This is an optimization exercise on Yosys and OpenROAD, whose aim is small area, a short achievable clock period and few clock cycles per item, not a production implementation.
RTL that was checked went through simulation tests only; none was proved equivalent to the original.
Power figures rest on the tool's default switching activity, not on a simulated workload.

== main ==
==> flow/design.v (excerpt) <==
module rsdp_tag (
   input          clk,
   input          rst,
   input          start,
   input          csel,
   input          ssel,
   input  [237:0] b,
   input  [237:0] a,
   input  [135:0] y,
   input  [135:0] x,
   input  [6:0]   e,
   output         ready,
   output         done,
   output [6:0]   u
);
   reg [2:0] vld;
   assign ready = 1'b1;
   assign done  = vld[2];
   tag core (
      .clk(clk), .csel(csel), .ssel(ssel),
      .b(b), .a(a), .y(y), .x(x), .e(e), .u(u)
   );
   always @(posedge clk) begin
      if (rst)
         vld <= 3'd0;
      else
         vld <= {vld[1:0], start};
   end
endmodule
Size in the first run: ~2100 cells after synthesis, ~290 flip-flops, about 770 I/O pins, roughly 0.020 sq mm of cells after synthesis.
Settings: LEC_CHECK=0, CAP_MARGIN=20, CORE_MARGIN=2, CORE_UTILIZATION=35, SETUP_SLACK_MARGIN=4.7, SLEW_MARGIN=20, SYNTH_HIERARCHICAL=1, SYNTH_MINIMUM_KEEP_SIZE=0; clock period 8.0 ns.
standard.sh (not shown) runs the stock make flow with config.mk's settings and CLKGATE_MAP_FILE= SYNTH_SCRIPT=/design/flow/synth_recipe.tcl, a recipe that flattens the netlist after the stock synthesis.
==> flow/flow/run.sh <==
#!/bin/bash
# Standard ORFS layout (the standard.sh, unchanged synthesis), except:
# - the port buffers that global placement inserts are buf_1 cells instead of
#   the default delay buffers (every input and output port still gets one);
# - clock tree synthesis uses clkbuf_8 leaf buffers, clusters of up to 16
#   sinks and no dummy loads, which makes a smaller clock tree.
set -euo pipefail
export BUFFER_PORTS_ARGS="-buffer_cell sky130_fd_sc_hd__buf_1"
export CTS_ARGS="-sink_clustering_enable -repair_clock_nets -dont_use_dummy_load -buf_list {sky130_fd_sc_hd__clkbuf_8} -sink_clustering_size 16 -sink_clustering_max_diameter 100"
bash standard.sh > orfs_make.log 2>&1
#### Input delta (the feature branch over main)
Settings: a change of SETUP_SLACK_MARGIN from 4.7 to 5.
--- outcome ---
The power density normalized to cell area of the feature branch is higher than that of main. As of the feature branch, number of fill cells had fallen by a few percent compared to main. Of main and the feature branch, the lower vias after detailed routing belongs to main. main → the feature branch: number of non-clock buffers in the layout climbed about 4.4%; clock insertion delay at the later pin of the skew report roughly the same. Total area of sequential cells: the feature branch vs main up 46 sq um. Looking at estimated wirelength of the detail-placed design, the feature branch sits 670 um below main. Lower power among main and the feature branch: main.
No functional check of the RTL was part of any run of this note.

## run A
rsdp_tag, a different RTL version from the one above (not shown whole).
Size in the first run: roughly 300 flip-flops, about 0.026 mm2 of cells after synthesis.
// rsdp_tag
module rsdp_tag (
   input          clk,
   input          rst,
   input          start,
   input          csel,
   input          ssel,
   input  [237:0] b,
   input  [237:0] a,
   input  [135:0] y,
   input  [135:0] x,
   input  [6:0]   e,
   output         ready,
   output         done,
   output [6:0]   u
);
   reg [2:0] vld;
   assign ready = 1'b1;
   assign done  = vld[2];
   tag core (
      .clk(clk), .csel(csel), .ssel(ssel),
      .b(b), .a(a), .y(y), .x(x), .e(e), .u(u)
   );
   always @(posedge clk) begin
      if (rst)
         vld <= 3'd0;
      else
         vld <= {vld[1:0], start};
   end
endmodule
export LEC_CHECK = 0
export CAP_MARGIN = 20
export CORE_AREA = 2 2 378 148
export DIE_AREA = 0 0 380 150
export SETUP_SLACK_MARGIN = 5
export SLEW_MARGIN = 20
export SYNTH_HIERARCHICAL = 1
export SYNTH_MINIMUM_KEEP_SIZE = 0
create_clock -name core_clock -period 8.0 [get_ports {clk}]
Scripts as last shown in full above: flow/flow/run.sh
Testbench counts of run A, summed over its fixed seeds: cycles 536, tags 512.
Input-level comparison between run B and run A:
- CORE_MARGIN: unset -> 2
- CORE_AREA: 2 2 378 148 -> unset
- DIE_AREA: 0 0 380 150 -> unset
- CORE_UTILIZATION: unset -> 35
==> flow/flow/run.sh <==
#!/bin/bash
# Standard ORFS layout (the standard.sh, unchanged synthesis), with the
# port buffers that global placement inserts made from buf_1 cells instead of
# the default delay buffers. Every input and output port still gets a buffer.
set -euo pipefail
export BUFFER_PORTS_ARGS="-buffer_cell sky130_fd_sc_hd__buf_1"
bash standard.sh > orfs_make.log 2>&1
### Flow results
- In the reports for run A and run B, the smaller power drawn by the clock network belongs to run A.
- Summary: with run A as the reference, average detailed-routed wire length per instance in run B moved up by more than 10%.
- The met2 demand-to-capacity share in global routing reported for run B is greater than that of run A by 3.7 points.
- Compared with run A, run B shows a wire length on met1 that is about 14% higher.
- On multi-input combinational cell area, run A and run B are basically level.
- Compared with run A, the detailed router inserted more vias in run B.
What run C does differently from run B at the input level:
- CTS_BUF_LIST: unset -> sky130_fd_sc_hd__clkbuf_8 sky130_fd_sc_hd__clkbuf_16
- CTS_CLUSTER_SIZE: unset -> 20
- CTS_CLUSTER_DIAMETER: unset -> 60
==> comparison <==
Run C finished end to end and its layout was clean on timing, DRC and antenna. Reported for run C and run B, post-synthesis cell area turned out identical to the last digit. In the metrics for run C and run B, the one carrying the higher total length of routed wires is run B. From run B to run C the numbers moved as follows: global-route usage roughly the same; CTS sink count saw little to no change. Maximum vdd ir drop (higher): run B.
Here is what was changed in the inputs of run D compared with run C.
- clearing CTS_CLUSTER_DIAMETER, which used to be 60
- clearing CTS_CLUSTER_SIZE, which used to be 20
- clearing CTS_BUF_LIST, which used to be sky130_fd_sc_hd__clkbuf_8 sky130_fd_sc_hd__clkbuf_16
==> flow/flow/run.sh <==
#!/bin/bash
# Standard ORFS layout (the standard.sh, unchanged synthesis), except:
# - the port buffers that global placement inserts are buf_1 cells instead of
#   the default delay buffers (every input and output port still gets one);
# - clock tree synthesis uses clkbuf_8 leaf buffers, clusters of up to 20
#   sinks and no dummy loads, which makes a smaller clock tree.
set -euo pipefail
export BUFFER_PORTS_ARGS="-buffer_cell sky130_fd_sc_hd__buf_1"
export CTS_ARGS="-sink_clustering_enable -repair_clock_nets -dont_use_dummy_load -buf_list {sky130_fd_sc_hd__clkbuf_8 sky130_fd_sc_hd__clkbuf_16} -sink_clustering_size 20 -sink_clustering_max_diameter 60"
bash standard.sh > orfs_make.log 2>&1
==> results.txt <==
Run D against run C: portion of the post-synthesis area used by sequential elements did not really move; area occupied by multi-input gates did not really move; multi-input gate share of total cell area went up.
Run D has more setup slack than run C.

Setup of run 1:
rsdp_tag, a different RTL version from the one above (not shown whole).
Size in the first run: ~300 flip-flops, ~770 I/O pins.
clock: 8.0 ns
lec_check: 0
cap_margin: 20
core_margin: 2
core_utilization: 35
setup_slack_margin: 4.85
slew_margin: 20
synth_hierarchical: 1
synth_minimum_keep_size: 0
==> flow/flow/run.sh <==
#!/bin/bash
# Standard ORFS layout (the standard.sh, unchanged synthesis), except:
# - the port buffers that global placement inserts are buf_1 cells instead of
#   the default delay buffers (every input and output port still gets one);
# - clock tree synthesis uses clkbuf_8 leaf buffers, clusters of up to 16
#   sinks and no dummy loads, which makes a smaller clock tree.
set -euo pipefail
export BUFFER_PORTS_ARGS="-buffer_cell sky130_fd_sc_hd__buf_1"
export CTS_ARGS="-sink_clustering_enable -repair_clock_nets -dont_use_dummy_load -buf_list {sky130_fd_sc_hd__clkbuf_8} -sink_clustering_size 16 -sink_clustering_max_diameter 100"
bash standard.sh > orfs_make.log 2>&1
Run 1 has completed all stages; timing, DRC and antenna checks passed.
Testbench counts of run 1, summed over its fixed seeds: cycles 536, tags 512.
Setup changes, run 1 to run 2
- SETUP_SLACK_MARGIN now 4.4, was 4.85
Results
- Any difference in number of nets in the final layout between run 1 and run 2 is small enough to ignore.
- Core region area: run 1 vs run 2 identical
- Note that the power recorded for run 1 amounts to 1.11 times the value seen in run 2.
The inputs of run 3 differ from those of run 2 as listed below.
- swapping 35 for 39 in CORE_UTILIZATION
- putting GPL_ROUTABILITY_DRIVEN at 0 where nothing was set
- swapping 4.4 for 4.85 in SETUP_SLACK_MARGIN
==> comparison <==
- Changes observed in run 3 relative to run 2: end-of-flow core utilization climbed 6.0 points; global-route usage saw an increase; worst setup slack after layout +0.31 ns; final worst hold slack fell by 0.0068 ns.
- Die outline area (higher): run 2
- Largest voltage drop on the vdd net: run 3 worse than run 2
- Per the comparison of run 3 with run 2, proportion of cell area spent on the clock network did not really move, multi-input gate share of total cell area went up.
diff inputs: run 3 => run 4
- GPL_ROUTABILITY_DRIVEN no longer set, was 0
- SETUP_SLACK_MARGIN now 5, was 4.85
- PLACE_DENSITY now 0.75, previously not set
- CORE_UTILIZATION now 35, was 39
Note that the number of tap instances recorded for run 4 amounts to 1.12 times the value seen in run 3.
In run 4, wire length reported by the detailed router is higher than in run 3.
In the metrics for run 3 and run 4, the one carrying the higher relative contribution of the clock network to total power is run 3.
Run 3 → run 4: final cell utilization of the core did not really move; post-route met1 wirelength saw an increase; pre-CTS worst setup slack higher; switching portion of total power shrank by 1.0 points.
Run 4 ran to completion and came out clean on the timing, DRC and antenna checks.

Starting RTL as in the previous note.
## rsdp_tag
module rsdp_tag (
   input          clk,
   input          rst,
   input          start,
   input          csel,
   input          ssel,
   input  [237:0] b,
   input  [237:0] a,
   input  [135:0] y,
   input  [135:0] x,
   input  [6:0]   e,
   output         ready,
   output         done,
   output [6:0]   u
);
==> flow/config.mk <==
export PLATFORM = sky130hd
export DESIGN_NAME = rsdp_tag
export DESIGN_NICKNAME = rsdp_tag
export VERILOG_FILES = /design/flow/design.v
export SDC_FILE = /design/flow/constraint.sdc
export NUM_CORES = 4
export LEC_CHECK = 0
export CAP_MARGIN = 20
export CORE_MARGIN = 2
export CORE_UTILIZATION = 35
export SETUP_SLACK_MARGIN = 4.7
export SLEW_MARGIN = 20
export SYNTH_HIERARCHICAL = 1
export SYNTH_MINIMUM_KEEP_SIZE = 0
==> flow/constraint.sdc <==
create_clock -name core_clock -period 8.0 [get_ports {clk}]
set_input_delay 1.6000 -clock core_clock [delete_from_list [all_inputs] [get_ports {clk}]]
set_output_delay 1.6000 -clock core_clock [all_outputs]
set_load 0.01 [all_outputs]
Scripts as last shown in full above: flow/flow/run.sh
The baseline completed with no timing, DRC or antenna violations.
Testbench counts at the start, summed over its fixed seeds: cycles 536, tags 512.
==> next run, changes <==
GPL_ROUTABILITY_DRIVEN = 0   (was not set)
PLACE_DENSITY = 0.7   (was not set)
SETUP_SLACK_MARGIN = 4.85   (was 4.7)
Effect: Final area went down by about 1.2%. Worst setup slack gets worse by 0.0089 ns. Combinational power went up by about 7%. Core utilization went down by 0.54 points.
==> next run, changes <==
PLACE_DENSITY = not set   (was 0.7)
The new run completed with no timing, DRC or antenna violations.
Register-to-register slack hardly moves.
Final cell count falls slightly.
Setup slack improves by 0.11 ns.
Cell area rises slightly.
==> next run, changes <==
SETUP_SLACK_MARGIN = 4.7   (was 4.85)
Result: The changed run produced a clean layout; power shrinks by 7.8%; design area goes down by 1.0%; global-route usage drops by 0.12 points; non-clock buffer count falls by 1; critical path depth drops by 2; routed wire length drops by 0.41%.

## separate check: timing with driven ports
How much do the figures lean on ideal ports? The routed layouts below were timed once more, with nothing changed but the port constraints. Step 1, drivers: a clkbuf_16 drives clk and a buf_2 each remaining input, both assumed. Step 2 adds t to the input delays and takes it off the output delays; t is the mean of the earliest and latest rising clock arrival at the registers after step 1. Input paths then give back, and output paths get back, about the clock's delay inside the block. Slacks: ideal ports / drivers / drivers and shift; pairs: ideal ports / drivers.
| run | t (ns) | setup WS [ns] | clock arrival spread, ns | worst slew at a driven data input, ns | cell pins on the clock port's net |
|---|---|---|---|---|---|
| main | 0.619 | 4.621 / 4.650 / 4.031 | 0.077 / 0.077 | 0.15 | 1 |
| the feature branch | 0.623 | 4.903 / 4.780 / 4.157 | 0.041 / 0.040 | 0.26 | 1 |
| run A | 0.656 | 4.841 / 4.841 / 4.399 | 0.051 / 0.050 | 0.11 | 1 |
| run B | 0.588 | 4.844 / 4.844 / 4.421 | 0.026 / 0.026 | 0.12 | 1 |
| run C | 0.591 | 4.855 / 4.855 / 4.393 | 0.023 / 0.023 | 0.11 | 1 |
| run D | 0.573 | 4.880 / 4.880 / 4.451 | 0.057 / 0.057 | 0.11 | 1 |
| run 1 | 0.623 | 4.797 / 4.816 / 4.193 | 0.035 / 0.035 | 0.15 | 1 |
| run 2 | 0.621 | 4.440 / 4.473 / 3.852 | 0.036 / 0.036 | 0.14 | 1 |
| run 3 | 0.623 | 4.748 / 4.751 / 4.128 | 0.025 / 0.025 | 0.16 | 1 |
| run 4 | 0.647 | 4.855 / 4.822 / 4.175 | 0.067 / 0.067 | 0.20 | 1 |
| the first run of note 4 | 0.623 | 4.751 / 4.786 / 4.163 | 0.036 / 0.036 | 0.15 | 1 |
| the second run of note 4 | 0.635 | 4.742 / 4.773 / 4.139 | 0.061 / 0.061 | 0.15 | 1 |
| the third run of note 4 | 0.639 | 4.848 / 4.852 / 4.213 | 0.047 / 0.048 | 0.12 | 1 |
| the fourth run of note 4 | 0.627 | 4.757 / 4.781 / 4.154 | 0.047 / 0.047 | 0.16 | 1 |
After both steps every run listed still meets setup and hold. The setup slack of the feature branch, which loses most, moves by -0.123 ns with the drivers and by -0.746 ns with both steps.
